This is an optimization exercise on Yosys and OpenROAD, whose aim is a short achievable clock period and few clock cycles, not a production implementation. Only simulation tests tie the RTL to the original design; equivalence was not proved. No activity file was given, so power comes from the tool's default toggle rates.

==> run D <==
==> flow/design.v (excerpt) <==
module cpu(clk, reset, imem_addr, imem_data, dmem_addr, dmem_we, dmem_wdata, dmem_rdata, over);
clock: 10.5 ns
lec_check: 0
abc_clock_period_in_ps: 3000
cap_margin: 20
core_margin: 2
core_utilization: 60
slew_margin: 20
standard.sh (not shown) runs the stock make flow with config.mk's settings and CLKGATE_MAP_FILE= SYNTH_SCRIPT=/design/flow/synth_recipe.tcl, a recipe that flattens the netlist after the stock synthesis.
==> flow/flow/run.sh <==
#!/bin/bash
# Own flow: the standard synthesis unchanged, then the standard ORFS layout
# with three changes to how it is optimised (constraints, clock tree and all
# else are the standard flow's):
#  - the port buffers are buf_6 cells instead of the default choice;
#  - sizing may change a cell's footprint (MATCH_CELL_FOOTPRINT=0);
#  - from clock tree synthesis on, timing repair is given a larger setup-slack
#    margin, so that it keeps working towards a shorter period than the
#    10.5 ns the constraints ask for.
# Each step's output goes to its own log here; ORFS keeps its logs in orfs/.
set -o pipefail
MARGIN=7
OPTS=(MATCH_CELL_FOOTPRINT=0 "BUFFER_PORTS_ARGS=-buffer_cell sky130_fd_sc_hd__buf_6")
bash standard.sh synth > synth.log 2>&1 || exit 1
bash standard.sh "${OPTS[@]}" place > place.log 2>&1 || exit 1
bash standard.sh "${OPTS[@]}" SETUP_SLACK_MARGIN=$MARGIN finish > finish.log 2>&1 || exit 1
==> run E (differences from run D) <==
--- a/flow/design.v
+++ b/flow/design.v
@@ -1473,14 +1473,12 @@
     eShl <= (op == OP_SLLI);
     rdE  <= f_rd;
     aE   <= a_next;
     bE   <= isR ? b_next : immD;
     sE   <= s_next;
-    if (issue && isMUL) begin
-      maE <= a_next;
-      mbE <= isR ? b_next : immD;
-    end
+    maE <= (issue && isMUL) ? a_next : 32'd0;
+    mbE <= (issue && isMUL) ? (isR ? b_next : immD) : 32'd0;
     if (reset) begin
       fa <= 32'd0;
       fb <= 32'd0;
     end else begin
       fa <= a_next;
--- a/flow/flow/run.sh
+++ b/flow/flow/run.sh
@@ -7,10 +7,10 @@
 #  - from clock tree synthesis on, timing repair is given a larger setup-slack
 #    margin, so that it keeps working towards a shorter period than the
 #    10.5 ns the constraints ask for.
 # Each step's output goes to its own log here; ORFS keeps its logs in orfs/.
 set -o pipefail
-MARGIN=7
+MARGIN=7.3
 OPTS=(MATCH_CELL_FOOTPRINT=0 "BUFFER_PORTS_ARGS=-buffer_cell sky130_fd_sc_hd__buf_6")
 bash standard.sh synth > synth.log 2>&1 || exit 1
 bash standard.sh "${OPTS[@]}" place > place.log 2>&1 || exit 1
 bash standard.sh "${OPTS[@]}" SETUP_SLACK_MARGIN=$MARGIN finish > finish.log 2>&1 || exit 1
Settings changed: CORE_UTILIZATION 60 to 50.
==> run P (differences from run D) <==
--- a/flow/design.v
+++ b/flow/design.v
@@ -1473,14 +1473,12 @@
     eShl <= (op == OP_SLLI);
     rdE  <= f_rd;
     aE   <= a_next;
     bE   <= isR ? b_next : immD;
     sE   <= s_next;
-    if (issue && isMUL) begin
-      maE <= a_next;
-      mbE <= isR ? b_next : immD;
-    end
+    maE <= (issue && isMUL) ? a_next : 32'd0;
+    mbE <= (issue && isMUL) ? (isR ? b_next : immD) : 32'd0;
     if (reset) begin
       fa <= 32'd0;
       fb <= 32'd0;
     end else begin
       fa <= a_next;
--- a/flow/flow/run.sh
+++ b/flow/flow/run.sh
@@ -7,10 +7,10 @@
 #  - from clock tree synthesis on, timing repair is given a larger setup-slack
 #    margin, so that it keeps working towards a shorter period than the
 #    10.5 ns the constraints ask for.
 # Each step's output goes to its own log here; ORFS keeps its logs in orfs/.
 set -o pipefail
-MARGIN=7
+MARGIN=7.5
 OPTS=(MATCH_CELL_FOOTPRINT=0 "BUFFER_PORTS_ARGS=-buffer_cell sky130_fd_sc_hd__buf_6")
 bash standard.sh synth > synth.log 2>&1 || exit 1
 bash standard.sh "${OPTS[@]}" place > place.log 2>&1 || exit 1
 bash standard.sh "${OPTS[@]}" SETUP_SLACK_MARGIN=$MARGIN finish > finish.log 2>&1 || exit 1
==> run B (differences from run D) <==
--- a/flow/design.v
+++ b/flow/design.v
@@ -1,12 +1,11 @@
-module register_file(clk, reset, ra1, rd1, ra2, rd2, ra3, rd3, z3, ra4, z4, n4,
-                     we, waddr, wdata, wzero);
+module register_file(clk, reset, ra1, rd1, ra2, rd2, ra3, rd3, z3, we, waddr, wdata, wzero);
   input clk, reset, we, wzero;
-  input [4:0] ra1, ra2, ra3, ra4, waddr;
+  input [4:0] ra1, ra2, ra3, waddr;
   input [31:0] wdata;
   output [31:0] rd1, rd2, rd3;
-  output z3, z4, n4;
+  output z3;
   reg [31:0] R [1:31];
   reg Z [1:31];
   integer i;
   always @(posedge clk) begin
     if (reset) begin
@@ -21,13 +20,10 @@
   end
   assign rd1 = (ra1 == 5'd0) ? 32'b0 : R[ra1];
   assign rd2 = (ra2 == 5'd0) ? 32'b0 : R[ra2];
   assign rd3 = (ra3 == 5'd0) ? 32'b0 : R[ra3];
   assign z3 = (ra3 == 5'd0) ? 1'b1 : Z[ra3];
-  assign z4 = (ra4 == 5'd0) ? 1'b1 : Z[ra4];
-  wire [31:0] r4 = R[ra4];
-  assign n4 = (ra4 == 5'd0) ? 1'b0 : r4[31];
 endmodule
 module sign_add(a, b, cin, s);
   input [31:0] a, b;
   input cin;
   output s;
@@ -1295,11 +1291,10 @@
   reg         vD;
   reg  [31:0] ir;
   reg  [11:0] pcD;
   reg         predD;        
   reg         hEa, hEb, hEs, hMa, hMb, hMs, hWa, hWb, hWs;
-  reg         zP, nP;
   reg         vE;
   reg         wrE, ldE, stE, mulE, subE, shE;
   reg         eSum, eDif, eShl;   
   reg  [4:0]  rdE;
   reg  [31:0] aE, bE, sE;   
@@ -1339,14 +1334,13 @@
   wire useA = isR || isI || isST;
   wire useB = isR;
   wire useS = isST || isBR;
   wire wrD  = (isR || isI) && (f_rd != 5'd0);
   wire [31:0] rr1, rr2, rr3;
-  wire rrz3, rfz4, rfn4;
+  wire rrz3;
   register_file regs(.clk(clk), .reset(reset),
                      .ra1(f_rs), .rd1(rr1), .ra2(f_rt), .rd2(rr2), .ra3(f_rd), .rd3(rr3), .z3(rrz3),
-                     .ra4(imem_data[27:23]), .z4(rfz4), .n4(rfn4),
                      .we(wrW), .waddr(rdW), .wdata(resW), .wzero(zresW));
   wire aE_hit = useA && hEa;
   wire bE_hit = useB && hEb;
   wire sE_hit = useS && hEs;
   wire aM_hit = useA && hMa;
@@ -1366,12 +1360,12 @@
   sign_add sgs(.a(fa), .b(fb), .cin(1'b0), .s(sgn_sum));
   sign_add sgd(.a(fa), .b(~fb), .cin(1'b1), .s(sgn_dif));
   wire enE = subE ? sgn_dif : sgn_sum;
   wire addE = !ldE && !mulE && !shE;    
   wire availD = sE_hit ? addE : (sM_hit ? !(ldM || mulM) : !(sW_hit && mulW));
-  wire zD = sE_hit ? ezE : (sM_hit ? (resM == 32'd0) : (sW_hit ? zW : zP));
-  wire nD = sE_hit ? enE : (sM_hit ? resM[31] : (sW_hit ? valW[31] : nP));
+  wire zD = sE_hit ? ezE : (sM_hit ? (resM == 32'd0) : (sW_hit ? zW : rrz3));
+  wire nD = sE_hit ? enE : (sM_hit ? resM[31] : (sW_hit ? valW[31] : rr3[31]));
   reg  takenD;
   always @(*) begin
     case (op[1:0])
       2'b11: takenD = zD;              
       2'b00: takenD = !nD && !zD;      
@@ -1427,26 +1421,10 @@
     hMs <= wrMn && (stallD ? (rdE == f_rd) : (rdE == i_rd));
     hWa <= wrM && (stallD ? (rdM == f_rs) : (rdM == i_rs));
     hWb <= wrM && (stallD ? (rdM == f_rt) : (rdM == i_rt));
     hWs <= wrM && (stallD ? (rdM == f_rd) : (rdM == i_rd));
   end
-  always @(posedge clk) begin
-    if (stallD) begin
-      if (wrW && rdW == f_rd) begin
-        zP <= zresW;
-        nP <= resW[31];
-      end
-    end else begin
-      if (wrW && rdW == i_rd) begin
-        zP <= zresW;
-        nP <= resW[31];
-      end else begin
-        zP <= rfz4;
-        nP <= rfn4;
-      end
-    end
-  end
   function [31:0] fwd;
     input hitE, hitM, pSum, pDif, pShl;
     input [31:0] vSum, vDif, vShl, vM, vRF;
     begin
       fwd = ({32{hitE && pSum}} & vSum) | ({32{hitE && pDif}} & vDif) |
@@ -1477,14 +1455,11 @@
     sE   <= s_next;
     if (issue && isMUL) begin
       maE <= a_next;
       mbE <= isR ? b_next : immD;
     end
-    if (reset) begin
-      fa <= 32'd0;
-      fb <= 32'd0;
-    end else begin
+    if (issue && wrD) begin
       fa <= a_next;
       fb <= isR ? b_next : immD;
     end
   end
   always @(posedge clk) begin
==> summary of the runs <==
Run B finished with timing, DRC and antenna clean. Run D finished with timing, DRC and antenna clean. Run E went through all stages and came out clean. Run P aborted during global routing (5_1_grt).
Via count, highest first: run E, run D, run B.
Between run E and run D, the lower setup slack is in run D (gap 200 ps).
The lowest first-iteration DRC count belongs to run B, the highest to run D.
Count of clock-buffer cells in the layout, highest first: run E, run D, run B.
Against run E, the clock power of run D is larger by about 1%.
Critical path depth, highest first: run B, run E, run D.
The highest non-clock buffer count belongs to run E, the lowest to run B.
Final cell count, highest first: run E, run D, run B.
Of run B and run E, run E has the higher clock skew (gap 9.0 ps).
==> figures <==
	run P	run B	run E	run D
Max-slew headroom	-	15.86%	9.761%	7.923%
Clock group	-	7.00 mW	7.35 mW	7.45 mW
Seq area share	-	36.78%	32.41%	35.85%
CP Capture Point	-	maE[11]	sE[13]	fb[9]
Proportion of cell area occupied by multi-input gates	-	46.72%	46.25%	47.10%
Initial DRC count	-	14620	15580	17370
Element type at the critical path start	-	flip-flop	flip-flop	flip-flop
Outcome	stopped before the end	no timing/DRC/antenna violations	no timing/DRC/antenna violations	no timing/DRC/antenna violations
Failing step	global routing (5_1_grt)	-	-	-
Number of CTS-inserted buffers	192	189	198	194
Synth Area in Adders	10.66%	10.72%	10.66%	10.70%
Number of nets in the layout	-	9763	10630	9928
Max rail drop VDD	-	0.2587 mV	0.2269 mV	0.2759 mV
Syn Area/Cell	12.14 um2	12.52 um2	12.14 um2	12.38 um2
Detailed-route vias per instance	-	7.310	7.153	7.606
Endpoint of the worst hold path	-	wdataM[18]	wdataM[6]	wdataM[9]
Yosys cell types	107	104	107	95
Stages on worst setup path	-	13	10	9
Setup violations, final	-	0	0	0
Fill cell total of the finished layout	-	11910	15770	11680
Final hold viol count	-	0	0	0
Testbench counts of run D, summed over its fixed seeds: cycles 25,001.
Testbench counts of run E, summed over its fixed seeds: cycles 25,001.
Testbench counts of run P, summed over its fixed seeds: cycles 25,001.
Testbench counts of run B, summed over its fixed seeds: cycles 25,001.

[separate check: timing with driven ports]
How much do the figures lean on ideal ports? The routed layouts below were timed once more, with nothing changed but the port constraints. Step 1, drivers: a clkbuf_16 drives clk and a buf_2 each remaining input, both assumed. Step 2 moves the port delays by t, midway between the first and last clock arrival at a register: inputs arrive t later, outputs are due t later. That takes back most of the time a late clock gives input paths. Slacks: ideal ports / drivers / drivers and shift; pairs: ideal ports / drivers.
run	t, ns	slack for setup (ns)	cell pins on the clock port's net
run D	0.978	6.490 / 6.490 / 5.848	1
run E	1.007	6.693 / 6.693 / 5.822	1
run B	0.968	6.724 / 6.724 / 5.995	1
After both steps every run listed still meets setup and hold. The setup slack of run E, which loses most, moves by 0.000 ns with the drivers and by -0.871 ns with both steps.
